Source: an optimization exercise on an open RTL-to-GDS flow (aim: small area, a short achievable clock period and few clock cycles per item). Production flows keep margins and buffers that such runs may drop.
In this exercise RTL edits were held to simulation tests only and were not proved equivalent to the original.
The clock port is modelled as an ideal driver, which makes a skipped or thinned clock tree look cheaper than it is; a real chip needs a root buffer or a tree.
Power is estimated from default activity; no workload was simulated.

`flow/design.v`:
```
`timescale 1ns / 1ps
module bin2bcd(
    input clk,
    input reset,
    input start,               
    input [11:0] bin_in,       
    output reg [15:0] bcd_out,  
    output reg done             
);
    wire [11:0] x = bin_in;
    wire [13:0] s;          
    wire i_27, i_28, i_29, i_30, i_31, i_32, i_33, i_34, i_35, i_36, i_37, i_38, i_39, i_40, i_41, i_42, i_43, i_44, i_45, i_46, i_47, i_48, i_49, i_50, i_51, i_52, i_53, i_54, i_55, i_56, i_57, i_58, i_59, i_60, i_61, i_62, i_63, i_64, i_65, i_66, i_67, i_68, i_69, i_71, i_72, i_74, i_76, i_78, i_79, i_80, i_81, i_82, i_83, i_84, i_85, i_86, i_88, i_89, i_91, i_92, i_94;
    assign i_27 = ~x[9]& x[11];
    assign i_28 = x[8]& ~x[10];
    assign i_29 = i_27 & ~i_28;
    assign i_30 = x[9]& ~x[11];
    assign i_31 = ~x[8]& x[10];
    assign i_32 = i_30 & ~i_31;
    assign i_33 = ~i_29 & ~i_32;
    assign i_34 = ~x[7]& ~i_33;
    assign i_35 = ~x[10]& i_27;
    assign i_36 = x[10]& ~i_27;
    assign i_37 = ~x[8]& ~i_30;
    assign i_38 = i_36 & ~i_37;
    assign i_39 = ~i_35 & ~i_38;
    assign i_40 = x[8]& ~i_39;
    assign i_41 = ~x[8]& i_39;
    assign i_42 = ~i_40 & ~i_41;
    assign i_43 = i_34 & ~i_42;
    assign i_44 = ~i_33 & ~i_43;
    assign i_45 = i_36 & i_37;
    assign i_46 = x[8]& i_35;
    assign i_47 = ~i_45 & ~i_46;
    assign i_48 = ~i_44 & i_47;
    assign i_49 = ~x[7]& ~i_48;
    assign i_50 = ~i_42 & ~i_49;
    assign i_51 = ~i_34 & ~i_50;
    assign i_52 = ~x[6]& i_51;
    assign i_53 = x[7]& i_48;
    assign i_54 = ~i_49 & ~i_53;
    assign i_55 = i_52 & i_54;
    assign i_56 = x[7]& ~i_47;
    assign i_57 = ~i_43 & ~i_56;
    assign i_58 = x[6]& ~i_57;
    assign i_59 = ~i_55 & ~i_58;
    assign i_60 = i_51 & ~i_55;
    assign i_61 = i_57 & ~i_60;
    assign i_62 = ~x[6]& ~i_61;
    assign i_63 = i_54 & ~i_62;
    assign i_64 = ~i_52 & ~i_63;
    assign i_65 = ~x[5]& i_64;
    assign i_66 = x[6]& i_61;
    assign i_67 = ~i_62 & ~i_66;
    assign i_68 = i_65 & i_67;
    assign i_69 = i_64 & ~i_68;
    assign s[8]= ~i_59 | i_69;
    assign i_71 = ~x[5]& s[8];
    assign i_72 = x[5]& ~s[8];
    assign s[5]= i_71 | i_72;
    assign i_74 = i_67 & ~i_71;
    assign s[6]= ~i_65 & ~i_74;
    assign i_76 = x[5]& ~i_59;
    assign s[7]= i_68 | i_76;
    assign i_78 = x[11]& ~i_35;
    assign i_79 = ~i_36 & i_48;
    assign i_80 = i_78 & i_79;
    assign i_81 = ~i_48 & ~i_78;
    assign i_82 = x[11]& i_38;
    assign i_83 = ~i_81 & ~i_82;
    assign i_84 = i_61 & i_83;
    assign i_85 = ~i_39 & ~i_78;
    assign i_86 = ~i_84 & i_85;
    assign s[12]= i_80 | i_86;
    assign i_88 = i_61 & s[12];
    assign i_89 = ~i_61 & ~s[12];
    assign s[9]= i_88 | i_89;
    assign i_91 = i_61 & i_85;
    assign i_92 = i_83 & ~i_88;
    assign s[10]= ~i_91 & ~i_92;
    assign i_94 = ~i_80 & ~i_91;
    assign s[11]= ~i_88 & ~i_94;
    assign s[13]= i_78 & ~i_79;
    assign s[0]= x[0];
    assign s[1]= x[1];
    assign s[2]= x[2];
    assign s[3]= x[3];
    assign s[4]= x[4];
    reg [13:0] s_q;
    always @(posedge clk)
        s_q <= s;
    always @(posedge clk or posedge reset)
    begin
        if (reset)
            done <= 1'b0;
        else
            done <= start;
    end
    wire [13:0] y = s_q;
    wire [15:0] o;
    wire o_32, o_33, o_34, o_35, o_36, o_37, o_38, o_39, o_40, o_41, o_42, o_43, o_44, o_45, o_46, o_47, o_48, o_49, o_50, o_51, o_52, o_53, o_54, o_55, o_56, o_57, o_58, o_59, o_60, o_61, o_62, o_63, o_64, o_65, o_66, o_67, o_68, o_69, o_70, o_72, o_73, o_75, o_76, o_78, o_80, o_81, o_82, o_83, o_84, o_85, o_86, o_87, o_88, o_89, o_90, o_91, o_92, o_93, o_94, o_95, o_96, o_97, o_98, o_99, o_100, o_101, o_102, o_103, o_104, o_105, o_106, o_107, o_108, o_109, o_110, o_111, o_112, o_113, o_114, o_115, o_116, o_117, o_118, o_120, o_121, o_123, o_124, o_126, o_128, o_129, o_130, o_131, o_132, o_133, o_134, o_135, o_136, o_137, o_138, o_139, o_140, o_142, o_143, o_144, o_145, o_146, o_148, o_149, o_151, o_152, o_154;
    assign o_32 = ~y[4]& y[6];
    assign o_33 = y[5]& ~o_32;
    assign o_34 = ~y[4]& y[7];
    assign o_35 = ~o_33 & ~o_34;
    assign o_36 = ~y[3]& ~o_35;
    assign o_37 = ~y[5]& o_32;
    assign o_38 = y[6]& ~o_37;
    assign o_39 = ~y[7]& ~o_38;
    assign o_40 = ~y[4]& ~o_39;
    assign o_41 = y[4]& o_39;
    assign o_42 = ~o_40 & ~o_41;
    assign o_43 = ~o_36 & ~o_42;
    assign o_44 = y[4]& y[7];
    assign o_45 = ~o_37 & ~o_44;
    assign o_46 = ~y[3]& ~o_45;
    assign o_47 = ~o_43 & ~o_46;
    assign o_48 = ~y[2]& ~o_47;
    assign o_49 = o_36 & o_42;
    assign o_50 = ~o_35 & ~o_49;
    assign o_51 = o_45 & ~o_50;
    assign o_52 = ~y[3]& ~o_51;
    assign o_53 = y[3]& o_51;
    assign o_54 = ~o_52 & ~o_53;
    assign o_55 = o_48 & o_54;
    assign o_56 = y[3]& ~o_45;
    assign o_57 = ~o_49 & ~o_56;
    assign o_58 = y[2]& ~o_57;
    assign o_59 = ~o_55 & ~o_58;
    assign o_60 = ~o_48 & ~o_54;
    assign o_61 = ~y[2]& ~o_57;
    assign o_62 = ~o_60 & ~o_61;
    assign o_63 = ~y[1]& ~o_62;
    assign o_64 = ~o_47 & ~o_55;
    assign o_65 = o_57 & ~o_64;
    assign o_66 = ~y[2]& ~o_65;
    assign o_67 = y[2]& o_65;
    assign o_68 = ~o_66 & ~o_67;
    assign o_69 = o_63 & o_68;
    assign o_70 = ~o_62 & ~o_69;
    assign o[4]= ~o_59 | o_70;
    assign o_72 = ~y[1]& o[4];
    assign o_73 = y[1]& ~o[4];
    assign o[1]= o_72 | o_73;
    assign o_75 = ~o_63 & ~o_68;
    assign o_76 = ~y[1]& ~o_59;
    assign o[2]= o_75 | o_76;
    assign o_78 = y[1]& ~o_59;
    assign o[3]= o_69 | o_78;
    assign o_80 = ~y[8]& y[10];
    assign o_81 = y[9]& ~o_80;
    assign o_82 = ~y[8]& y[11];
    assign o_83 = ~o_81 & ~o_82;
    assign o_84 = o_39 & ~o_83;
    assign o_85 = ~y[9]& o_80;
    assign o_86 = y[10]& ~o_85;
    assign o_87 = ~y[11]& ~o_86;
    assign o_88 = ~y[8]& ~o_87;
    assign o_89 = y[8]& o_87;
    assign o_90 = ~o_88 & ~o_89;
    assign o_91 = ~o_84 & ~o_90;
    assign o_92 = y[8]& y[11];
    assign o_93 = ~o_85 & ~o_92;
    assign o_94 = o_39 & ~o_93;
    assign o_95 = ~o_91 & ~o_94;
    assign o_96 = o_51 & ~o_95;
    assign o_97 = o_84 & o_90;
    assign o_98 = ~o_83 & ~o_97;
    assign o_99 = o_93 & ~o_98;
    assign o_100 = o_39 & ~o_99;
    assign o_101 = ~o_39 & o_99;
    assign o_102 = ~o_100 & ~o_101;
    assign o_103 = o_96 & o_102;
    assign o_104 = ~o_39 & ~o_93;
    assign o_105 = ~o_97 & ~o_104;
    assign o_106 = ~o_51 & ~o_105;
    assign o_107 = ~o_103 & ~o_106;
    assign o_108 = ~o_96 & ~o_102;
    assign o_109 = o_51 & ~o_105;
    assign o_110 = ~o_108 & ~o_109;
    assign o_111 = o_65 & ~o_110;
    assign o_112 = ~o_95 & ~o_103;
    assign o_113 = o_105 & ~o_112;
    assign o_114 = o_51 & ~o_113;
    assign o_115 = ~o_51 & o_113;
    assign o_116 = ~o_114 & ~o_115;
    assign o_117 = o_111 & o_116;
    assign o_118 = ~o_110 & ~o_117;
    assign o[8]= ~o_107 | o_118;
    assign o_120 = o_65 & o[8];
    assign o_121 = ~o_65 & ~o[8];
    assign o[5]= o_120 | o_121;
    assign o_123 = ~o_111 & ~o_116;
    assign o_124 = o_65 & ~o_107;
    assign o[6]= o_123 | o_124;
    assign o_126 = ~o_65 & ~o_107;
    assign o[7]= o_117 | o_126;
    assign o_128 = y[13]& o_87;
    assign o_129 = ~y[12]& o_128;
    assign o_130 = ~o_99 & o_129;
    assign o_131 = ~y[13]& ~o_87;
    assign o_132 = y[12]& ~o_128;
    assign o_133 = o_99 & o_132;
    assign o_134 = ~o_131 & o_133;
    assign o_135 = ~o_130 & ~o_134;
    assign o_136 = o_128 & ~o_130;
    assign o_137 = o_131 & ~o_133;
    assign o_138 = ~o_136 & ~o_137;
    assign o_139 = o_113 & ~o_138;
    assign o_140 = o_132 & ~o_134;
    assign o[13]= o_129 | o_140;
    assign o_142 = o_99 & o[13];
    assign o_143 = ~o_99 & ~o[13];
    assign o_144 = ~o_142 & ~o_143;
    assign o_145 = o_139 & o_144;
    assign o_146 = ~o_138 & ~o_145;
    assign o[12]= ~o_135 | o_146;
    assign o_148 = o_113 & o[12];
    assign o_149 = ~o_113 & ~o[12];
    assign o[9]= o_148 | o_149;
    assign o_151 = ~o_139 & ~o_144;
    assign o_152 = o_113 & ~o_135;
    assign o[10]= o_151 | o_152;
    assign o_154 = ~o_113 & ~o_135;
    assign o[11]= o_145 | o_154;
    assign o[14]= y[13]& ~o_129;
    assign o[15]= 1'b0;
    assign o[0]= y[0];
    always @(*)
        bcd_out = o;
endmodule
```
`flow/config.mk`:
```
export PLATFORM = sky130hd
export DESIGN_NAME = bin2bcd
export DESIGN_NICKNAME = bin2bcd
export VERILOG_FILES = /design/flow/design.v
export SDC_FILE = /design/flow/constraint.sdc
export NUM_CORES = 4
export LEC_CHECK = 0
export CAP_MARGIN = 20
export CORE_AREA = 2.3 2.72 59.8 59.84
export DIE_AREA = 0 0 62 62
export GPL_TIMING_DRIVEN = 1
export SLEW_MARGIN = 20
```
`flow/flow/my_synth.tcl`:
```
# The standard synthesis script (synth_recipe.tcl), with only ABC's mapping
# scripts replaced. The logic in the input cone of the output ports (after the
# registers) is mapped with MY_ABC_OUT, the rest (before the registers) with
# MY_ABC_IN. Yosys's -import skips commands that already exist, so this abc
# wrapper is the one synth.tcl calls.
proc abc {args} {
  set i [lsearch -exact $args -script]
  set a_out $args
  set a_in $args
  if {$i >= 0} {
    lset a_out [expr {$i + 1}] $::env(MY_ABC_OUT)
    lset a_in [expr {$i + 1}] $::env(MY_ABC_IN)
  }
  yosys select -set my_out_cone o:* %cie*
  yosys abc {*}$a_out @my_out_cone
  yosys select -clear
  yosys abc {*}$a_in
}
source $::env(FLOW_SYNTH_TCL)
```
`flow/constraint.sdc`:
```
create_clock -name core_clock -period 5.0 [get_ports {clk}]
set_input_delay 1.0000 -clock core_clock [delete_from_list [all_inputs] [get_ports {clk}]]
set_output_delay 1.0000 -clock core_clock [all_outputs]
set_load 0.01 [all_outputs]
```
`flow/flow/abc_in.script`:
```
strash
dch
map -D 2000
topo
stime -c
```
`flow/flow/run.sh`:
```
#!/bin/bash
# Own flow: the standard layout (standard.sh), with these changes:
#  - synthesis maps the logic with its own ABC scripts: flow/abc_in.script for
#    the logic before the registers, flow/abc_out.script for the logic after
#    them (flow/my_synth.tcl); Yosys does not extract half/full adders
#    (ADDER_MAP_FILE empty); everything else in synthesis is the standard
#    script (synth_recipe.tcl);
#  - ports are buffered with sky130_fd_sc_hd__buf_1 instead of the default buffer;
#  - after CTS, the clock tree is flattened to one buffer that drives all the
#    flip-flops (flow/flat_cts.tcl): the design has only 15 of them.
# Each tool's output goes to a log file of its own in the work folder.
set -euo pipefail
W=$(pwd)
F=$W/flow
R=$W/orfs/results/$FLOW_PLATFORM/bin2bcd/base
export MY_ABC_IN=$F/abc_in.script
export MY_ABC_OUT=$F/abc_out.script
export FLOW_SYNTH_TCL=$W/synth_recipe.tcl
make -C "$FLOW_HOME" DESIGN_CONFIG="$W/config.mk" WORK_HOME="$W/orfs" CLKGATE_MAP_FILE= \
  SYNTH_SCRIPT="$F/my_synth.tcl" ADDER_MAP_FILE= synth > "$W/synth.log" 2>&1
export BUFFER_PORTS_ARGS="-buffer_cell sky130_fd_sc_hd__buf_1"
bash standard.sh cts > "$W/layout_to_cts.log" 2>&1
CTS_ODB=$R/4_cts.odb CLK_NET=clk ROOT_BUF=sky130_fd_sc_hd__clkbuf_8 openroad -no_init -exit "$F/flat_cts.tcl" > "$W/flat_cts.log" 2>&1
bash standard.sh > "$W/layout.log" 2>&1
```
`flow/standard.sh`:
```
#!/bin/bash
# synth_recipe.tcl (not shown) runs the flow's synth.tcl, then flattens the netlist and writes it again
# the make line also repeats each setting of config.mk as NAME=value (left out here)
make -C /OpenROAD-flow-scripts/flow DESIGN_CONFIG=/design/flow/config.mk WORK_HOME=/design/flow/orfs CLKGATE_MAP_FILE= SYNTH_SCRIPT=/design/flow/synth_recipe.tcl "${@:-finish}"
```
`flow/flow/flat_cts.tcl`:
```
# Flatten the clock tree that CTS built into a single buffer: every clock sink
# is driven by the root clock buffer (the one the clock port drives); the
# other clock buffers and CTS's dummy clock loads are removed. Then the
# placement is legalised again.
read_db $::env(CTS_ODB)
set block [ord::get_db_block]
set clk [$block findNet $::env(CLK_NET)]
set root ""
foreach it [$clk getITerms] {
  if {[$it isInputSignal] || [[$it getMTerm] getSigType] eq "CLOCK" || [$it getIoType] eq "INPUT"} { set root [$it getInst] }
}
if {$root eq ""} { error "no root clock buffer" }
set rootnet ""
foreach it [$root getITerms] {
  if {[$it getIoType] eq "OUTPUT"} { set rootnet [$it getNet] }
}
puts "root buffer [$root getName] ([[$root getMaster] getName]) drives [$rootnet getName]"
set removed 0
set again 1
while {$again} {
  set again 0
  foreach it [$rootnet getITerms] {
    set inst [$it getInst]
    if {$inst eq $root} { continue }
    set m [[$inst getMaster] getName]
    if {![string match "sky130_fd_sc_hd__clkbuf_*" $m] && ![string match "sky130_fd_sc_hd__clkinv*" $m] && ![string match "sky130_fd_sc_hd__buf_*" $m] && ![string match "sky130_fd_sc_hd__inv*" $m]} { continue }
    # a buffer in the tree: move its sinks to the root net
    set out ""
    foreach jt [$inst getITerms] { if {[$jt getIoType] eq "OUTPUT"} { set out [$jt getNet] } }
    if {$out ne "" && $out ne "NULL"} {
      foreach jt [$out getITerms] {
        if {[$jt getInst] eq $inst} { continue }
        $jt disconnect
        $jt connect $rootnet
      }
      odb::dbNet_destroy $out
    }
    puts "removed [$inst getName] ($m)"
    odb::dbInst_destroy $inst
    incr removed
    set again 1
    break
  }
}
if {[info exists ::env(ROOT_BUF)]} {
  set master [[ord::get_db] findMaster $::env(ROOT_BUF)]
  $root swapMaster $master
  puts "root buffer is now $::env(ROOT_BUF)"
}
set n 0
foreach it [$rootnet getITerms] { incr n }
puts "removed $removed clock tree cells; root net has $n pins"
detailed_placement
check_placement
write_db $::env(CTS_ODB)
```
`flow/flow/abc_out.script`:
```
strash
dch
map -D 1750
topo
stime -c
```
==> results of run 1 <==
## flip-flops by register name (all words and copies together), names as in the netlist
| signal | cells |
|---|---|
| s_q | 14 |
| done | 1 |
## through the flow
stage	hold slack (ns)	setup slack (ns)
CTS	0.5079	1.245
detailed placement	0.8107	1.496
global placement	0.8049	1.513
global route	0.6376	0.9313
floorplan	0.7228	1.769
finish	0.6405	1.400
## layer usage
layer,global-route usage (%),part of all wire [%]
met5,0,0
met1,15.47,50
met3,1.242,3.2
met2,20.68,45
met4,3.647,1.5
## worst max-delay path by stage
stage                    start  cells past startpoint         end  slack [ns]
floorplan               s_q[8]                     15  bcd_out[9]        1.77
detailed placement  bin_in[11]                     21      s_q[6]        1.50
global placement    bin_in[11]                     21      s_q[6]        1.51
global route            s_q[4]                     13  bcd_out[5]        0.93
finish                  s_q[8]                     16  bcd_out[9]        1.40
CTS                     s_q[4]                     13  bcd_out[5]        1.25
## cell type report
class	instances	area [um^2]	area share (%)
multi-input cells	127	649.4	51.59
flip-flops and latches	15	305.3	24.25
clock buffers	1	13.76	1.093
repair buffers	30	112.6	8.946
well taps	46	57.56	4.573
inverters	32	120.1	9.543
## cell usage after synthesis
master | instances | share of area [%]
xor2_1 | 11 | 8.8
dfxtp_1 | 14 | 26
nor3_1 | 1 | 0.46
a21oi_1 | 9 | 4.1
clkinv_1 | 32 | 11
dfrtp_1 | 1 | 2.3
nor2_1 | 19 | 6.5
nand3_1 | 2 | 0.92
o21a_1 | 1 | 0.69
and2_2 | 1 | 0.69
nor3b_1 | 1 | 0.69
o21bai_1 | 1 | 0.69
a2bb2oi_1 | 1 | 0.80
o22a_2 | 1 | 0.92
a21o_2 | 2 | 1.6
xnor2_1 | 1 | 0.80
conb_1 | 1 | 0.34
or2_2 | 2 | 1.1
a22oi_1 | 4 | 2.8
o21ai_0 | 15 | 6.9
buf_4 | 2 | 1.4
o22ai_1 | 9 | 5.2
nand2_1 | 45 | 15
## cells by family (layout without fill, tap and decap cells)
logic type             after synthesis  in the layout  share of synthesized area [%]
flip-flops                          15             15                          28.01
AND/OR/NAND/NOR                     71             71                          25.95
other                                1              1                         0.3441
AO/OA/AOI/OAI                       43             43                          23.65
XOR/XNOR                            12             12                          9.644
buffers and inverters               34             63                          12.40
## placed cells by master (no fill, tap or decap)
cell type and count:
dfrtp_1 1, xnor2_1 1, and2_2 1, clkinv_1 32
o21bai_1 1, nand2_1 45, or2_2 2, dfxtp_1 14
o21ai_0 15, o21a_1 1, clkbuf_8 1, a22oi_1 4
nor2_1 19, o22ai_1 9, conb_1 1, buf_1 30
a21oi_1 9, nand3_1 2, nor3_1 1, o22a_2 1
a2bb2oi_1 1, xor2_1 11, a21o_2 2, nor3b_1 1
## where the power goes
group	internal [mW]	leakage, nW	switching [mW]	total [mW]
sequential	0.137	0.129	0.0102	0.147
combinational	0.146	0.392	0.265	0.411
clock	0.0184	0.00719	0.0268	0.0452
==> notes.md, run 1 <==
- DR pass1 iterations: 4
- ANT cells: 0
- Pwr Density: around 480 nW/um^2
- Syn Area/Cell: a little over 6 um^2
- Core area: around 3300 um^2
- CP max stage cell: dfxtp_1
- Starting Density: 33.18%
- Synth Register Bits: 15
- Post-CTS resize count: 0
- Final period utilization: a little under three quarters
- Hold-fix buffers, CTS: 0
- Tot Pwr: about 600 uW
- Area grow syn2layout: 15.50%
- Final hold viol count: 0
- Worst path buffer plus inverter count: 2
- Remaining Overflow, GRT: 0
- Clock Sinks: 15
- Die width: between 60 and 70 um
- Outcome: complete, no violations
- Final setup vio count: 0
- Port Buf Inserts: 30
- Setup_tns: 0 ns
- Largest net degree at the start of global routing: 16
- Fmax: roughly 0.28 GHz
- Vias in the first global route: between 800 and 900
- # rows: 21
- Max stage delay on crit path: between 0.4 and 0.5 ns
- Tmin final: between 3 and 4 ns
- Required time at the endpoint of the critical path: 4.00 ns
- Max Cap Viol: 0
- Max Transition Viols Final: 0
- End-of-flow core utilization: about two fifths
- Postcts setup bufs: 0
- Final instance area: approximately 1300 um^2
- Most numerous cell on the critical path: nand2_1
- Residual DRC count: 0
- # fillers: about 370
- Initial antenna violation count: 0
- Fraction of layout cells with a size suffix above 1: about 3.4%
- Chip height: about 62 um
- Type of origin of the critical path: flip-flop
- Tightest Hold Check Type: in2async
- Synth Cell Area: 1090 um^2
- Gate Count Post-Synth: roughly 180
- Critical path cell sequence: nor2_1, o22ai_1, clkinv_1, nor2_1, nand2_1, nand2_1, nand2_1, nor3b_1, nand2_1, nand3_1, nand2_1, xor2_1, o21ai_0, nand2_1, xor2_1, buf_1
- 1st-iter DRT viols: 68
- Pleak: ~0.53 nW
- NumNets Final: around 220
- Cell variety after synth: 23
- Critical path fanouts, max: 5
- Global-route wire length before repair: about 3200 um
- Dpl cell area: approximately 1200 um^2
- Critical Path AT: between 2 and 3 ns
- Top-Level Pins: 32
- Ys Warns: 1
- Synthesized Nets: about 190
- Worst Path Class, Setup: reg2out
- Sequential share of the synthesized area: between 20 and 30%
- Routed Wire Length: 1821 um
- Delay-heaviest family, CP: simple AND/OR/NAND/NOR gates
- DP Wirelength: around 1600 um
- Vias: roughly 1100
- Worst-path clk slew: about 0.080 ns
- Die ar.: between 3000 and 4000 um^2
- Gpl congestion: 0.7241
- Total track usage: between 10% and 20%
- Peak VDD IR: around 0.000095 V
- CP endpoint kind: output pin
- Placed cells: 250
- Via/cell ratio: about 4.3
- DR WL/cell: 7.255 um
- Final Non-Filler Cells: around 250
- Unrepaired setup endpoints after global routing: false
- Post-DRT Antenna Nets: 0
Testbench counts, summed over its fixed seeds: cycles 3,200, conversions 3,200.
==> run 2: changes to the inputs <==
==> flow/flow/abc_in.script (replaced) <==
strash
dch
map -D 2250
topo
stime -c
--- a/flow/config.mk
+++ b/flow/config.mk
@@ -8,5 +8,4 @@
 export CAP_MARGIN = 20
 export CORE_AREA = 2.3 2.72 59.8 59.84
 export DIE_AREA = 0 0 62 62
-export GPL_TIMING_DRIVEN = 1
 export SLEW_MARGIN = 20
==> run 2 against run 1 <==
Against the previous run: flip-flop and latch count unchanged; final cell count is 1.2% lower; first-iteration DRC count is 41% lower; synthesized cell count down 1.7%; synthesized area down 0.34%; via count is 1.0% higher; critical path type is now in2reg; largest power group unchanged.
==> notes.md, run 2 <==
- Critical path depth: 21 (+5)
- Fmax: 0.2781 GHz (+0.12%)
- Final Non-Filler Cells: 248 (-1.2%)
- Core area: 3284 um^2 (unchanged)
- Most numerous cell on the critical path: nand2_1
- DP Wirelength: 1617 um (+0.47%)
- Routed Wire Length: 1806 um (-0.82%)
- Max stage delay on crit path: 0.25 ns (-0.16 ns)
- Most common cell after layout, fill and taps aside: nand2_1
- Outcome: complete, no violations
- Largest cells by area after synthesis: dfxtp_1 26%, nand2_1 13%, clkinv_1 11%, xor2_1 9.7%, o21ai_0 7.4%
- Critical path cell sequence: buf_1, clkinv_1, nor2_1, nor2_1, nand2_1, nand2_1, xor2_1, nand2_1, a21o_2, clkinv_1, o21ai_0, o21ai_0, o21bai_1, nand2_1, clkinv_1, nor2_1, o21ai_0, nor4_1, o21ai_0, nand2_1, a21oi_1
- # rows: 21 (unchanged)
- Critical path fanouts, max: 4 (-1)
- Global route hottest layer: met2
- Max reg flops: 14 (unchanged)
- Clock Sinks: 15 (unchanged)
- Ys Warns: 1 (unchanged)
- Synth Cell Area: 1086 um^2 (-0.34%)
- Met1 Usage GRT: 15.58% (+0.11 points)
- Register Area: 305.3 um^2 (unchanged)
- Multiplexer area fraction after synthesis: 0% (unchanged)
- Vias: 1097 (+1.0%)
- GR Layer Usage met2: 19.64% (-1.0 points)
- Synth Area in Simple Gates: 24.54% (-1.4 points)
- XOR/XNOR Fraction of Synth Area: 10.48% (+0.84 points)
- Pwr Density: 499.6 nW/um^2 (+4.2%)
- Via/cell ratio: 4.423 (+2.2%)
- Setup_tns: 0 ns (unchanged)
- EDFF count, synth: 0 (unchanged)
- Crit path from: bin_in[11]
- Gate Count Post-Synth: 173 (-1.7%)
- DR WL/cell: 7.282 um (+0.38%)
- Top FF cell, synth: dfxtp_1
- Critical Path Sink: s_q[6]
- Synth Register Bits: 15 (unchanged)
- Area grow syn2layout: 15.55% (about the same)
- Delay-heaviest family, CP: simple AND/OR/NAND/NOR gates
- Initial antenna violation count: 0 (unchanged)
- Pleak: 0.5143 nW (-2.8%)
- 1st-iter DRT viols: 40 (-41%)
- Most common cell in the netlist: nand2_1
- ANT cells: 0 (unchanged)
- Worst path buffer plus inverter count: 4 (+2)
- Synthesized Nets: 188 (-1.6%)
- Vias in the first global route: 817 (-5.7%)
- Top-Level Pins: 32 (unchanged)
- GR Util met3: 1.242% (unchanged)
- NumNets Final: 219 (-1.4%)
- Post-synthesis compound-gate area fraction: 24.08% (+0.43 points)
- Die width: 62 um (unchanged)
- Tightest Hold Check Type: in2async
- Biggest regs: s_q (14), done (1)
- Final Worst Setup Slack: 1.404 ns (+0.004280 ns)
- Residual DRC count: 0 (unchanged)
- Global-route wire length before repair: 3098 um (-2.8%)
- Starting Density: 33.07% (-0.11 points)
- Async S/R FF share, synth: 6.667% (unchanged)
- Max Transition Viols Final: 0 (unchanged)
- Die ar.: 3844 um^2 (unchanged)
- Fraction of layout cells with a size suffix above 1: 2.970% (-0.44 points)
- Port Buf Inserts: 30 (unchanged)
- Type of origin of the critical path: input pin
- Final period utilization: 71.91% (-0.086 points)
- CP endpoint kind: flip-flop
- Critical Path AT: 3.64 ns (+1.04 ns)
- CP max stage cell: nor4_1
- Commonest non-fill, non-tap cells in the layout: 38 x nand2_1, 32 x clkinv_1, 30 x buf_1, 20 x nor2_1, 16 x o21ai_0
- Worst-path clk slew: 0.08 ns (about the same)
- Adder-Cell Fraction of Synth Area: 0% (unchanged)
- # fillers: 383 (+3.0%)
- Final setup vio count: 0 (unchanged)
- Remaining Overflow, GRT: 0 (unchanged)
- Hold-fix buffers, CTS: 0 (unchanged)
- Max Cap Viol: 0 (unchanged)
- Post-CTS resize count: 0 (unchanged)
- DR pass1 iterations: 6 (+2)
- Largest net degree at the start of global routing: 16 (unchanged)
- Chip height: 62 um (unchanged)
- Placed cells: 247 (-1.2%)
- Unrepaired setup endpoints after global routing: false
- Required time at the endpoint of the critical path: 5.04 ns (+1.04 ns)
- Sequential share of the synthesized area: 28.11% (+0.097 points)
- Total track usage: 11.66% (-0.26 points)
- Top reg by flops: s_q
- Yosys top cell area share: 25.81% (+0.089 points)
- Final hold viol count: 0 (unchanged)
- Main combinational cell family by area after synthesis: simple AND/OR/NAND/NOR gates
- DP Worst Slack: 1.202 ns (-0.2937 ns)
- Tmin final: 3.596 ns (-0.004280 ns)
- Biggest area consumer among synthesized cells: dfxtp_1
- Multi-input gate area: 645.6 um^2 (-0.58%)
- Hold WS: 0.6414 ns (+0.0008450 ns)
- Worst Path Class, Setup: in2reg
- Peak VDD IR: 0.0001359 V (+42%)
- Cell variety after synth: 24 (+4.3%)
- Postcts setup bufs: 0 (unchanged)
- Post-DRT Antenna Nets: 0 (unchanged)
- Syn Area/Cell: 6.278 um^2 (+1.4%)
- Commonest cells post-synth: 38 x nand2_1, 32 x clkinv_1, 20 x nor2_1
- Gpl congestion: 0.7866 (+8.6%)
[run 2: final cells by class]
| type | count | area share, % |
|---|---|---|
| clock buffer | 1 | 1.097 |
| multi-input combinational | 124 | 51.45 |
| sequential | 15 | 24.33 |
| tap | 46 | 4.586 |
| inverter | 32 | 9.571 |
| timing repair buffer | 30 | 8.973 |
[run 2: power breakdown]
| group | internal (mW) | total (mW) | switching [mW] | leakage (nW) |
|---|---|---|---|---|
| combinational | 0.154 | 0.434 | 0.280 | 0.378 |
| clock | 0.0184 | 0.0452 | 0.0268 | 0.00719 |
| sequential | 0.138 | 0.148 | 0.0105 | 0.129 |
[run 2: per-stage QoR]
stage,utilization (%),cell area [um^2],power [mW]
after floorplan,-,1086,0.4811
after global placement,37.79,1241,0.5846
after detailed placement,37.79,1241,0.5878
after CTS,38.59,1267,0.6541
after global routing,38.21,1255,0.7210
final,38.21,1255,0.6270
[run 2: worst min path at each step]
stage	slack, ns	depth (start not counted)	to
floorplan	0.72	1	done
global placement	0.81	2	done
detailed placement	0.81	2	done
CTS	0.50	2	done
global route	0.63	2	done
finish	0.64	2	done
[run 2: per-layer routing]
layer	wire, um	part of all wire, %	vias to the layer above
met5	0	0	-
met1	863	48	454
li1	-	-	618
met4	27	1.5	0
met3	85	4.7	2
met2	829	46	23
[run 2: kinds of logic after synthesis]
group | count (synthesis)
flip-flops | 15
AND/OR/NAND/NOR | 66
XOR/XNOR | 13
other | 1
buffers and inverters | 34
AO/OA/AOI/OAI | 44
==> run 3: changes to the inputs <==
==> flow/flow/abc_in.script (replaced) <==
strash
dch
map -D 2000
topo
stime -c
==> flow/flow/abc_out.script (replaced) <==
strash
dch
map -D 1650
topo
stime -c
==> run 3 against run 2 <==
Against the previous run: highest routed layer unchanged; power fell by 3.4%; setup slack lost 0.096 ns; first-iteration DRC count increased by 40%; global-route usage up 0.86 points; sequential power about the same; clock power decreased by 2%; design area rose by 2.1%; clock-buffer cell count unchanged; non-clock buffer count stayed put; largest power group unchanged; flip-flop and latch count stayed put.
==> notes.md, run 3 <==
- 1st-iter DRT viols: 56 (+40%)
- DR pass1 iterations: 6 (unchanged)
- Top-Level Pins: 32 (unchanged)
- Largest net degree at the start of global routing: 16 (unchanged)
- Fraction of layout cells with a size suffix above 1: 4.306% (+1.3 points)
- Outcome: complete, no violations
- # rows: 21 (unchanged)
- Vias in the first global route: 912 (+12%)
- Async S/R FF share, synth: 6.667% (unchanged)
- Commonest non-fill, non-tap cells in the layout: 48 x nand2_1, 33 x clkinv_1, 30 x buf_1, 16 x o21ai_0, 16 x nor2_1
- Post-CTS resize count: 0 (unchanged)
- Chip height: 62 um (unchanged)
- Core area: 3284 um^2 (unchanged)
- Hold-fix buffers, CTS: 0 (unchanged)
- Sequential share of the synthesized area: 27.45% (-0.66 points)
- Synth Area in Simple Gates: 26.43% (+1.9 points)
- Gate Count Post-Synth: 180 (+4.0%)
- Multiplexer area fraction after synthesis: 0% (unchanged)
- Max stage delay on crit path: 0.33 ns (+0.08 ns)
- DP Wirelength: 1666 um (+3.1%)
- Cell variety after synth: 24 (unchanged)
- Die ar.: 3844 um^2 (unchanged)
- Die width: 62 um (unchanged)
- Syn Area/Cell: 6.180 um^2 (-1.6%)
- DP Worst Slack: 1.455 ns (+0.2534 ns)
- Top FF cell, synth: dfxtp_1
- Biggest area consumer among synthesized cells: dfxtp_1
- Setup_tns: 0 ns (unchanged)
- Adder-Cell Fraction of Synth Area: 0% (unchanged)
- Most common cell after layout, fill and taps aside: nand2_1
- NumNets Final: 226 (+3.2%)
- ANT cells: 0 (unchanged)
- Critical path fanouts, max: 5 (+1)
- Postcts setup bufs: 0 (unchanged)
- Fmax: 0.2709 GHz (-2.6%)
- Max Transition Viols Final: 0 (unchanged)
- Clock Sinks: 15 (unchanged)
- Max Cap Viol: 0 (unchanged)
- Ys Warns: 1 (unchanged)
- Final period utilization: 73.82% (+1.9 points)
- Unrepaired setup endpoints after global routing: false
- Required time at the endpoint of the critical path: 4.00 ns (-1.04 ns)
- CP max stage cell: dfxtp_1
- Top reg by flops: s_q
- Tmin final: 3.691 ns (+0.09553 ns)
- Tightest Hold Check Type: in2async
- Gpl congestion: 0.7794 (-0.92%)
- Remaining Overflow, GRT: 0 (unchanged)
- Type of origin of the critical path: flip-flop
- Port Buf Inserts: 30 (unchanged)
- Worst Path Class, Setup: reg2out
- Total track usage: 12.52% (+0.86 points)
- Most numerous cell on the critical path: nand2_1
- Peak VDD IR: 0.0001099 V (-19%)
- Synthesized Nets: 195 (+3.7%)
- Synth Register Bits: 15 (unchanged)
- Commonest cells post-synth: 48 x nand2_1, 33 x clkinv_1, 16 x nor2_1, 16 x o21ai_0, 14 x dfxtp_1
- # fillers: 363 (-5.2%)
- Delay-heaviest family, CP: compound AO/OA/AOI/OAI gates
- Final Worst Setup Slack: 1.309 ns (-0.09553 ns)
- Yosys top cell area share: 25.20% (-0.61 points)
- Main combinational cell family by area after synthesis: simple AND/OR/NAND/NOR gates
- Worst path buffer plus inverter count: 1 (-3)
- Final hold viol count: 0 (unchanged)
- Routed Wire Length: 1934 um (+7.1%)
- Pleak: 0.5353 nW (+4.1%)
- DR WL/cell: 7.584 um (+4.1%)
- Post-DRT Antenna Nets: 0 (unchanged)
- Global-route wire length before repair: 3401 um (+9.8%)
- Critical path cell sequence: o21ai_0, nand2_1, xor2_1, nand2_1, a21boi_0, nand2_1, nand2_1, nand2_1, a21oi_1, xor2_1, nand2_1, nand2_1, nand2_1, xor2_1, buf_1
- Vias: 1166 (+6.3%)
- Via/cell ratio: 4.573 (+3.4%)
- Largest cells by area after synthesis: dfxtp_1 25%, nand2_1 16%, clkinv_1 11%, o21ai_0 7.2%, xor2_1 7.1%
- Biggest regs: s_q (14), done (1)
- Final setup vio count: 0 (unchanged)
- Hold WS: 0.6434 ns (+0.002051 ns)
- Critical Path AT: 2.69 ns (-0.95 ns)
- Starting Density: 33.87% (+0.80 points)
- XOR/XNOR Fraction of Synth Area: 7.874% (-2.6 points)
- EDFF count, synth: 0 (unchanged)
- Synth Cell Area: 1112 um^2 (+2.4%)
- Residual DRC count: 0 (unchanged)
- Pwr Density: 472.7 nW/um^2 (-5.4%)
- Post-synthesis compound-gate area fraction: 25.42% (+1.3 points)
- CP endpoint kind: output pin
- Area grow syn2layout: 15.19%
- Worst-path clk slew: 0.08 ns (about the same)
- Max reg flops: 14 (unchanged)
- Initial antenna violation count: 0 (unchanged)
- Most common cell in the netlist: nand2_1
==> run 3: changes by cell type after synthesis, sizes merged, moves of 2 or more <==
cell,before,now
a21oi,9,7
a22oi,3,5
nand2,38,48
nor2,20,16
xor2,12,9
==> run 3: power by group <==
part           switching, mW  total (mW)  leakage [nW]  internal [mW]
Combinational          0.264       0.414         0.399          0.149
Clock                 0.0257      0.0441       0.00719         0.0184
Sequential            0.0109       0.148         0.129          0.137
Total                  0.301       0.606         0.535          0.304
==> run 3: path summary, 6_finish.rpt <==
check                           from          to  cells past startpoint
worst min-delay path           reset        done                      2
worst max-delay path          s_q[4]  bcd_out[1]                     15
max in group asynchronous      reset        done                      2
min in group core_clock    bin_in[1]      s_q[1]                      1
==> run 3: logic make-up after synthesis <==
family	after synthesis
buffers and inverters	35
flip-flops	15
AND/OR/NAND/NOR	73
AO/OA/AOI/OAI	46
other	1
XOR/XNOR	10
==> run 3: stage by stage <==
step	power (mW)	utilization [%]	std cells	instance area (um^2)
3_5_place_dp	0.5667	38.59	254	1267
6_report	0.6056	39.01	255	1281
5_1_grt	0.6948	39.01	255	1281
2_1_floorplan	0.4661	-	180	1112
3_3_place_gp	0.5639	38.59	254	1267
4_1_cts	0.6339	39.43	258	1295
==> run 3: final cells by class <==
cell class | instances | area (um^2) | share of cell area [%]
clock buffer | 1 | 13.76 | 1.074
inverter | 33 | 123.9 | 9.668
multi-input combinational | 130 | 668.1 | 52.15
sequential | 15 | 305.3 | 23.83
tap | 46 | 57.56 | 4.492
timing repair buffer | 30 | 112.6 | 8.789
==> run 3: layer usage <==
metal / track usage [%] / routed length [um]
met4: 5.471 / 40
met2: 22.17 / 914
met5: 0 / 0
met1: 15.62 / 924
met3: 0.6211 / 55
==> run 4: changes to the inputs <==
==> flow/flow/abc_out.script (replaced) <==
strash
dch
map -D 1850
topo
stime -c
==> run 4 against run 3 <==
Against the previous run: design area is 0.20% higher; still clean; synthesized cell count is 2.2% higher; via count is 2.7% lower; largest cell class unchanged; critical endpoint is now bcd_out[9]; wire length is 4.8% lower; critical path depth is 3 higher; final cell count is 1.6% higher.
==> notes.md, run 4 <==
- Gate Count Post-Synth: 184 (+2.2%)
- Top reg by flops: s_q
- Peak VDD IR: 0.0001110 V (+1.0%)
- Post-CTS resize count: 0 (unchanged)
- Commonest non-fill, non-tap cells in the layout: 46 x nand2_1, 37 x clkinv_1, 30 x buf_1, 21 x nor2_1, 16 x o21ai_0
- Max stage delay on crit path: 0.35 ns (+0.02 ns)
- CP endpoint kind: output pin
- 1st-iter DRT viols: 47 (-16%)
- Largest net degree at the start of global routing: 16 (unchanged)
- NumNets Final: 230 (+1.8%)
- Setup_tns: 0 ns (unchanged)
- Biggest area consumer among synthesized cells: dfxtp_1
- Type of origin of the critical path: flip-flop
- Tmin final: 3.792 ns (+0.1006 ns)
- Max reg flops: 14 (unchanged)
- Residual DRC count: 0 (unchanged)
- Cell variety after synth: 22 (-8.3%)
- Internal: 301.5 uW (-0.98%)
- Final Worst Setup Slack: 1.208 ns (-0.1006 ns)
- Post-DRT Antenna Nets: 0 (unchanged)
- EDFF count, synth: 0 (unchanged)
- Share of power burned in registers: 24.2% (-0.2 points)
- Area grow syn2layout: 15.15% (about the same)
- Die ar.: 3844 um^2 (unchanged)
- Most common cell in the netlist: nand2_1
- Global-route wire length before repair: 3270 um (-3.9%)
- Fmax: 0.2637 GHz (-2.7%)
- Clock Sinks: 15 (unchanged)
- Worst path buffer plus inverter count: 3 (+2)
- ANT cells: 0 (unchanged)
- Yosys top cell area share: 25.14% (-0.057 points)
- Postcts setup bufs: 0 (unchanged)
- Syn Area/Cell: 6.059 um^2 (-2.0%)
- Largest cells by area after synthesis: dfxtp_1 25%, nand2_1 15%, clkinv_1 12%, xor2_1 9.4%, o21ai_0 7.2%
- Gpl congestion: 0.7312 (-6.2%)
- Critical path cell sequence: clkinv_1, a21oi_1, nor2_1, clkinv_1, nor2_1, nand2_1, nand2_1, nand2_1, nor3b_1, nand2_1, nand3_1, nand2_1, xor2_1, or2_2, nand2_1, nand2_1, xor2_1, buf_1
- Hold-fix buffers, CTS: 0 (unchanged)
- DR WL/cell: 7.112 um (-6.2%)
- Starting Density: 33.94% (+0.076 points)
- Pleak: 0.5404 nW (+0.94%)
- Remaining Overflow, GRT: 0 (unchanged)
- Commonest cells post-synth: 46 x nand2_1, 37 x clkinv_1, 21 x nor2_1
- Synth Register Bits: 15 (unchanged)
- Final hold viol count: 0 (unchanged)
- Vias: 1135 (-2.7%)
- Worst-path clk slew: 0.08 ns (about the same)
- Critical Path AT: 2.79 ns (+0.10 ns)
- Required time at the endpoint of the critical path: 4.00 ns (about the same)
- Ys Warns: 1 (unchanged)
- Switching share of power: 49.87% (+0.15 points)
- Comb pwr share: 68.3% (about the same)
- Synth Cell Area: 1115 um^2 (+0.22%)
- Async S/R FF share, synth: 6.667% (unchanged)
- Max Transition Viols Final: 0 (unchanged)
- Most common cell after layout, fill and taps aside: nand2_1
- Vias in the first global route: 929 (+1.9%)
- Final setup vio count: 0 (unchanged)
- DP Worst Slack: 1.384 ns (-0.07094 ns)
- Fraction of layout cells with a size suffix above 1: 3.756% (-0.55 points)
- CP max stage cell: dfxtp_1
- Worst Path Class, Setup: reg2out
- Die width: 62 um (unchanged)
- Max Cap Viol: 0 (unchanged)
- Port Buf Inserts: 30 (unchanged)
- Sequential share of the synthesized area: 27.38% (-0.062 points)
- Unrepaired setup endpoints after global routing: false
- DR pass1 iterations: 4 (-2)
- Initial antenna violation count: 0 (unchanged)
- Final period utilization: 75.84% (+2.0 points)
- Most numerous cell on the critical path: nand2_1
- Biggest regs: s_q (14), done (1)
- Critical path fanouts, max: 4 (-1)
- DP Wirelength: 1639 um (-1.7%)
- Via/cell ratio: 4.382 (-4.2%)
- Delay-heaviest family, CP: simple AND/OR/NAND/NOR gates
- Tightest Hold Check Type: in2async
- Core area: 3284 um^2 (unchanged)
- Clock Power Share: 7.5% (+0.2 points)
- Chip height: 62 um (unchanged)
- Total track usage: 12.26% (-0.27 points)
- # rows: 21 (unchanged)
- Outcome: complete, no violations
- Routed Wire Length: 1842 um (-4.8%)
- Hold WS: 0.6411 ns (-0.002321 ns)
- Synthesized Nets: 199 (+2.1%)
- Top-Level Pins: 32 (unchanged)
- P_sw: 299.9 uW (-0.40%)
- Pwr Density: 468.5 nW/um^2 (-0.89%)
- Top FF cell, synth: dfxtp_1
[run 4: cell count changes after synthesis, moves of 2 or more]
cell      delta
a21oi_1      +3
nor2_1       +5
xor2_1       +3
a22oi_1      -3
clkinv_1     +4
nand2_1      -2
[run 4: cell families (layout without fill, tap and decap cells)]
logic type	count (synthesis)	count (layout)	synth area share, %
AOI/OAI and AO/OA	42	42	22.11
xor gates and xnor gates	12	12	9.428
buffers and inverters	39	68	13.80
DFF	15	15	27.38
other	1	1	0.3364
and+or+nand+nor	75	75	26.94
[run 4: final cells by class]
| type | count | area, um^2 |
|---|---|---|
| clock buffers | 1 | 13.76 |
| fillers | 376 | 2001 |
| inverters | 37 | 138.9 |
| multi-input cells | 130 | 655.6 |
| flip-flops and latches | 15 | 305.3 |
| well taps | 46 | 57.56 |
| repair buffers | 30 | 112.6 |
[run 4: worst max path at each step]
stage,cells past startpoint,slack [ns],startpoint,to
2_1_floorplan,17,1.55,s_q[4],bcd_out[9]
3_3_place_gp,18,1.39,s_q[4],bcd_out[9]
3_5_place_dp,18,1.38,s_q[4],bcd_out[9]
4_1_cts,18,1.06,s_q[4],bcd_out[9]
5_1_grt,16,0.81,s_q[4],bcd_out[9]
6_report,18,1.21,s_q[4],bcd_out[9]
[run 4: power groups by stage]
stage | logic, mW | clock network, mW | registers (mW)
after floorplan | 0.317 | 0 | 0.147
after global placement | 0.414 | 0 | 0.148
after detailed placement | 0.415 | 0 | 0.148
after CTS | 0.417 | 0.0670 | 0.146
after global routing | 0.491 | 0.0547 | 0.147
final | 0.411 | 0.0453 | 0.145
[run 4: metal layers]
layer  global-route usage, %  routed length, um
met5                       0                  0
met4                   3.647                 27
met3                   1.242                 67
met2                   23.07                909
met1                   14.45                837
[run 4: per-stage QoR]
stage          instance area [um^2]  utilization [%]  total power [mW]  cells
6_report                       1284            39.09            0.6014    259
3_3_place_gp                   1270            38.67            0.5623    258
5_1_grt                        1284            39.09            0.6934    259
3_5_place_dp                   1270            38.67            0.5636    258
4_1_cts                        1296            39.47            0.6293    262
2_1_floorplan                  1115                -            0.4633    184
==> run 5: changes to the inputs <==
==> flow/flow/abc_in.script (replaced) <==
strash
dch
map -D 2250
topo
stime -c
==> flow/flow/abc_out.script (replaced) <==
strash
dch
map -D 1650
topo
stime -c
==> run 5 against run 4 <==
Against the previous run: design area is 0.49% lower; non-clock buffer count stayed put; die area stayed put; synthesized area is 0.56% lower; combinational power is 5.6% higher; critical path type unchanged.
==> notes.md, run 5 <==
- Max reg flops: 14 (unchanged)
- Area grow syn2layout: 15.24% (about the same)
- Post-CTS resize count: 0 (unchanged)
- Unrepaired setup endpoints after global routing: false
- Yosys top cell area share: 25.28% (+0.14 points)
- Top FF cell, synth: dfxtp_1
- Critical Path AT: 2.71 ns (-0.08 ns)
- Delay-heaviest family, CP: compound AO/OA/AOI/OAI gates
- Cell variety after synth: 25 (+14%)
- Hold WS: 0.6416 ns (+0.0005500 ns)
- Routed Wire Length: 1903 um (+3.3%)
- Gpl congestion: 0.7943 (+8.6%)
- Max Transition Viols Final: 0 (unchanged)
- Chip height: 62 um (unchanged)
- Most common cell after layout, fill and taps aside: nand2_1
- Synth Register Bits: 15 (unchanged)
- Core area: 3284 um^2 (unchanged)
- Largest cells by area after synthesis: dfxtp_1 25%, nand2_1 14%, clkinv_1 11%, xor2_1 7.9%, o21ai_0 7.7%
- Final Non-Filler Cells: 252 (-2.7%)
- Residual DRC count: 0 (unchanged)
- Synthesized Nets: 192 (-3.5%)
- Fraction of layout cells with a size suffix above 1: 3.883% (+0.13 points)
- DR pass1 iterations: 5 (+1)
- Most numerous cell on the critical path: nand2_1
- Placed cells: 251 (-2.7%)
- Dpl cell area: 1264 um^2 (-0.49%)
- Critical path cell sequence: o21ai_0, nand2_1, xor2_1, nand2_1, a21boi_0, nand2_1, nand2_1, nand2_1, a21oi_1, xor2_1, nand2_1, nand2_1, nand2_1, xor2_1, buf_1
- Top-Level Pins: 32 (unchanged)
- Die ar.: 3844 um^2 (unchanged)
- Required time at the endpoint of the critical path: 4.00 ns (about the same)
- Biggest regs: s_q (14), done (1)
- Tot Pwr: 628.6 uW (+4.5%)
- Async S/R FF share, synth: 6.667% (unchanged)
- Vias: 1130 (-0.44%)
- EDFF count, synth: 0 (unchanged)
- Sequential share of the synthesized area: 27.54% (+0.15 points)
- Type of origin of the critical path: flip-flop
- Max stage delay on crit path: 0.33 ns (-0.02 ns)
- Fmax: 0.2697 GHz (+2.3%)
- Post-DRT Antenna Nets: 0 (unchanged)
- CP endpoint kind: output pin
- Vias in the first global route: 906 (-2.5%)
- Gate Count Post-Synth: 177 (-3.8%)
- CP max stage cell: dfxtp_1
- Final hold viol count: 0 (unchanged)
- Via/cell ratio: 4.484 (+2.3%)
- Max Cap Viol: 0 (unchanged)
- Commonest cells post-synth: 41 x nand2_1, 33 x clkinv_1, 17 x nor2_1, 17 x o21ai_0, 14 x dfxtp_1
- Tmin final: 3.707 ns (-0.08469 ns)
- Starting Density: 33.75% (-0.19 points)
- Final period utilization: 74.14% (-1.7 points)
- Ys Warns: 1 (unchanged)
- Outcome: complete, no violations
- Total track usage: 12.08% (-0.18 points)
- Commonest non-fill, non-tap cells in the layout: 41 x nand2_1, 33 x clkinv_1, 30 x buf_1, 17 x o21ai_0, 17 x nor2_1
- Remaining Overflow, GRT: 0 (unchanged)
- Pleak: 0.5207 nW (-3.6%)
- Peak VDD IR: 0.0001010 V (-9.0%)
- Final setup vio count: 0 (unchanged)
- DP Worst Slack: 1.240 ns (-0.1444 ns)
- Critical path fanouts, max: 5 (+1)
- Die width: 62 um (unchanged)
- Biggest area consumer among synthesized cells: dfxtp_1
- Setup_tns: 0 ns (unchanged)
- Syn Area/Cell: 6.263 um^2 (+3.4%)
- DP Wirelength: 1672 um (+2.1%)
- ANT cells: 0 (unchanged)
- Worst path buffer plus inverter count: 1 (-2)
- 1st-iter DRT viols: 53 (+13%)
- Initial antenna violation count: 0 (unchanged)
- NumNets Final: 223 (-3.0%)
- Final instance area: 1277 um^2 (-0.49%)
- Hold-fix buffers, CTS: 0 (unchanged)
- End-of-flow core utilization: 38.90% (-0.19 points)
- Postcts setup bufs: 0 (unchanged)
- Largest net degree at the start of global routing: 16 (unchanged)
- # rows: 21 (unchanged)
- Top reg by flops: s_q
- DR WL/cell: 7.552 um (+6.2%)
- Worst Path Class, Setup: reg2out
- Final Worst Setup Slack: 1.293 ns (+0.08469 ns)
- Most common cell in the netlist: nand2_1
- Port Buf Inserts: 30 (unchanged)
- Clock Sinks: 15 (unchanged)
- Global-route wire length before repair: 3346 um (+2.3%)
- Synth Cell Area: 1109 um^2 (-0.56%)
- Worst-path clk slew: 0.09 ns (about the same)
- Tightest Hold Check Type: in2async
- Pwr Density: 492.0 nW/um^2 (+5.0%)
run 5: cell types whose count changed in the layout (fill, tap and decap cells not counted), sizes merged, moves of 2 or more:
cell    delta
o21a       +2
nor2       -4
nand2      -5
clkinv     -4
a21oi      -3
a22oi      +2
xor2       -2
run 5: logic make-up (layout without fill, tap and decap cells):
logic type                count (synthesis)  in the layout  synth area share, %
other                                     1              1               0.3383
xor gates and xnor gates                 11             11                8.691
AOI/OAI and AO/OA                        47             47                25.85
buffers and inverters                    35             64                12.53
DFF                                      15             15                27.54
and+or+nand+nor                          68             68                25.06
run 5: worst max path at each step:
stage / start / slack [ns] / depth (start not counted) / endpoint
after floorplan: bin_in[11] / 1.71 / 20 / s_q[6]
after global placement: bin_in[11] / 1.30 / 21 / s_q[6]
after detailed placement: bin_in[11] / 1.24 / 21 / s_q[6]
after CTS: s_q[4] / 1.12 / 15 / bcd_out[1]
after global routing: s_q[4] / 0.85 / 15 / bcd_out[1]
final: s_q[4] / 1.29 / 15 / bcd_out[1]
run 5: final cells by class:
cell class | instances | area, um^2
Fill cell | 366 | 2007
Tap cell | 46 | 57.56
Multi-Input combinational cell | 127 | 664.4
Sequential cell | 15 | 305.3
Inverter | 33 | 123.9
Clock buffer | 1 | 13.76
Timing Repair Buffer | 30 | 112.6
run 5: report_power, final:
part	internal [mW]	switching, mW
Combinational	0.157	0.277
Clock	0.0184	0.0272
Sequential	0.138	0.0118
run 5: routing by layer:
| metal | share of wire (%) | GRT usage [%] |
|---|---|---|
| met5 | 0 | 0 |
| met2 | 49 | 21.58 |
| met4 | 0 | 1.824 |
| met1 | 48 | 16.31 |
| met3 | 2.9 | 0.6211 |
==> run 6: changes to the inputs <==
==> flow/flow/abc_in.script (replaced) <==
strash
dch
map -D 2000
topo
stime -c
==> flow/flow/abc_out.script (replaced) <==
strash
dch
map -D 1750
topo
stime -c
==> run 6 against run 5 <==
Against the previous run: flip-flop and latch count unchanged; largest cell class unchanged; largest power group unchanged; highest routed layer is now met4; synthesized area decreased by 1.7%; global-route usage decreased by 0.16 points; sequential power about the same; still clean on timing, DRC and antenna; critical endpoint is now bcd_out[9].
==> notes.md, run 6 <==
- DP Wirelength: 1609 um (-3.8%)
- Synth Cell Area: 1090 um^2 (-1.7%)
- Yosys top cell area share: 25.72% (+0.44 points)
- Starting Density: 33.18% (-0.57 points)
- Total track usage: 11.92% (-0.16 points)
- Commonest cells post-synth: 45 x nand2_1, 32 x clkinv_1, 19 x nor2_1
- Core area: 3284 um^2 (unchanged)
- Most common cell after layout, fill and taps aside: nand2_1
- Final setup vio count: 0 (unchanged)
- Vias in the first global route: 866 (-4.4%)
- Global-route wire length before repair: 3187 um (-4.8%)
- Syn Area/Cell: 6.192 um^2 (-1.1%)
- Worst Path Class, Setup: reg2out
- NumNets Final: 222 (-0.45%)
- Biggest regs: s_q (14), done (1)
- Postcts setup bufs: 0 (unchanged)
- Post-DRT Antenna Nets: 0 (unchanged)
- Type of origin of the critical path: flip-flop
- Pwr Density: 479.4 nW/um^2 (-2.6%)
- Top reg by flops: s_q
- EDFF count, synth: 0 (unchanged)
- Remaining Overflow, GRT: 0 (unchanged)
- Biggest area consumer among synthesized cells: dfxtp_1
- Sequential share of the synthesized area: 28.01% (+0.47 points)
- Largest net degree at the start of global routing: 16 (unchanged)
- Max reg flops: 14 (unchanged)
- Fraction of layout cells with a size suffix above 1: 3.415% (-0.47 points)
- Max Transition Viols Final: 0 (unchanged)
- Largest cells by area after synthesis: dfxtp_1 26%, nand2_1 15%, clkinv_1 11%, xor2_1 8.8%, o21ai_0 6.9%
- Area grow syn2layout: 15.50%
- Critical path fanouts, max: 5 (unchanged)
- Initial antenna violation count: 0 (unchanged)
- Synth Register Bits: 15 (unchanged)
- Pleak: 0.5289 nW (+1.6%)
- Peak VDD IR: 0.00009543 V (-5.5%)
- # fillers: 372 (+1.6%)
- DR pass1 iterations: 4 (-1)
- Critical Path AT: 2.60 ns (-0.11 ns)
- Unrepaired setup endpoints after global routing: false
- Final hold viol count: 0 (unchanged)
- Max Cap Viol: 0 (unchanged)
- Outcome: complete, no violations
- ANT cells: 0 (unchanged)
- Gpl congestion: 0.7241 (-8.8%)
- Die width: 62 um (unchanged)
- Die ar.: 3844 um^2 (unchanged)
- Final period utilization: 72.00% (-2.1 points)
- Routed Wire Length: 1821 um (-4.3%)
- Tightest Hold Check Type: in2async
- Tmin final: 3.600 ns (-0.1072 ns)
- Synthesized Nets: 191 (-0.52%)
- DR WL/cell: 7.255 um (-3.9%)
- Top FF cell, synth: dfxtp_1
- Gate Count Post-Synth: 176 (-0.56%)
- Via/cell ratio: 4.327 (-3.5%)
- Clock Sinks: 15 (unchanged)
- Worst-path clk slew: 0.08 ns (about the same)
- # rows: 21 (unchanged)
- Cell variety after synth: 23 (-8.0%)
- Port Buf Inserts: 30 (unchanged)
- End-of-flow core utilization: 38.32% (-0.57 points)
- Async S/R FF share, synth: 6.667% (unchanged)
- Post-CTS resize count: 0 (unchanged)
- Ys Warns: 1 (unchanged)
- Chip height: 62 um (unchanged)
- Most common cell in the netlist: nand2_1
- Commonest non-fill, non-tap cells in the layout: 45 x nand2_1, 32 x clkinv_1, 30 x buf_1, 19 x nor2_1, 15 x o21ai_0
- Residual DRC count: 0 (unchanged)
- 1st-iter DRT viols: 68 (+28%)
- Required time at the endpoint of the critical path: 4.00 ns (about the same)
- Fmax: 0.2778 GHz (+3.0%)
- CP endpoint kind: output pin
- Vias: 1086 (-3.9%)
- Setup_tns: 0 ns (unchanged)
- Hold-fix buffers, CTS: 0 (unchanged)
- Top-Level Pins: 32 (unchanged)
[run 6: cell count changes after synthesis, moves of 2 or more]
cell / before / now
a21oi_1: 7 / 9
o21a_1: 3 / 1
nand2_1: 41 / 45
o21ai_0: 17 / 15
nor2_1: 17 / 19
[run 6: final cells by class]
| class | count | area (um^2) | area share, % |
|---|---|---|---|
| timing repair buffer | 30 | 112.6 | 8.946 |
| multi-input combinational | 127 | 649.4 | 51.59 |
| sequential | 15 | 305.3 | 24.25 |
| inverter | 32 | 120.1 | 9.543 |
| clock buffer | 1 | 13.76 | 1.093 |
| tap | 46 | 57.56 | 4.573 |
[run 6: cell families after synthesis]
kind of cell,synth area share (%)
other cells,0.3441
flops,28.01
compound gates,23.65
xor+xnor,9.644
buf+inv,12.40
simple gates,25.95
[run 6: critical path, cell delays in order (launching register included)]
cell and delay (ns):
dfxtp_1 0.41, nor2_1 0.08, o22ai_1 0.17, clkinv_1 0.08, nor2_1 0.12, nand2_1 0.08, nand2_1 0.08, nand2_1 0.11
nor3b_1 0.35, nand2_1 0.09, nand3_1 0.07, nand2_1 0.07, xor2_1 0.16, o21ai_0 0.18, nand2_1 0.10, xor2_1 0.14
buf_1 0.16
[run 6: through the flow]
| stage | hold slack [ns] | setup WS, ns | cell area [um^2] | instances | total power [mW] |
|---|---|---|---|---|---|
| after floorplan | 0.7228 | 1.769 | 1090 | 176 | 0.4638 |
| after global placement | 0.8049 | 1.513 | 1245 | 250 | 0.5621 |
| after detailed placement | 0.8107 | 1.496 | 1245 | 250 | 0.5657 |
| after CTS | 0.5079 | 1.245 | 1271 | 254 | 0.6305 |
| after global routing | 0.6376 | 0.9313 | 1259 | 251 | 0.6912 |
| final | 0.6405 | 1.400 | 1259 | 251 | 0.6034 |
[run 6: layer usage]
metal | up-vias | wire length, um | GRT usage [%] | part of all wire, %
li1 | 623 | - | - | -
met1 | 441 | 906 | 15.47 | 50
met2 | 20 | 827 | 20.68 | 45
met3 | 2 | 59 | 1.242 | 3.2
met4 | 0 | 27 | 3.647 | 1.5
met5 | - | 0 | 0 | 0
[run 6: how the worst max path moves through the flow]
stage	startpoint	slack [ns]	endpoint	cells after the start
3_3_place_gp	bin_in[11]	1.51	s_q[6]	21
6_report	s_q[8]	1.40	bcd_out[9]	16
4_1_cts	s_q[4]	1.25	bcd_out[5]	13
2_1_floorplan	s_q[8]	1.77	bcd_out[9]	15
3_5_place_dp	bin_in[11]	1.50	s_q[6]	21
5_1_grt	s_q[4]	0.93	bcd_out[5]	13
[run 6: power by group]
group | internal [mW] | switching, mW
logic | 0.146 | 0.265
clock network | 0.0184 | 0.0268
registers | 0.137 | 0.0102

==> what the ideal ports hide <==
The flow's constraints put no driver on any port. The routed layouts listed below were extracted and timed again, unchanged, in two steps. Step 1: set_driving_cell puts a clkbuf_16 on clk and a buf_2 on each other input, an assumption about the parent block. Step 2 times the ports against the registers' clock, not the clock port: input delays grow and output delays shrink by t, the midpoint of the rising clock arrivals with the driver on. Three values: ideal ports, drivers, drivers and shift; two values: the first two.
run | t, ns | setup WS [ns] | worst hold slack (ns) | latest minus earliest clock arrival (ns) | worst data-port slew with drivers (ns)
run 1 | 0.167 | 1.400 / 1.377 / 1.523 | 0.641 / 0.636 / 0.803 | 0.001 / 0.001 | 0.03
run 2 | 0.168 | 1.404 / 1.398 / 1.238 | 0.641 / 0.637 / 0.804 | 0.001 / 0.001 | 0.03
run 3 | 0.167 | 1.309 / 1.283 / 1.445 | 0.643 / 0.637 / 0.804 | 0.001 / 0.002 | 0.03
run 4 | 0.167 | 1.208 / 1.184 / 1.351 | 0.641 / 0.637 / 0.804 | 0.001 / 0.000 | 0.03
run 5 | 0.164 | 1.293 / 1.273 / 1.246 | 0.642 / 0.642 / 0.805 | 0.000 / 0.001 | 0.03
run 6 | 0.167 | 1.400 / 1.377 / 1.523 | 0.641 / 0.636 / 0.803 | 0.001 / 0.001 | 0.03
After both steps every run listed still meets setup and hold. For run 2, which loses most, drivers alone change the setup slack by -0.006 ns; drivers and shift together by -0.166 ns.
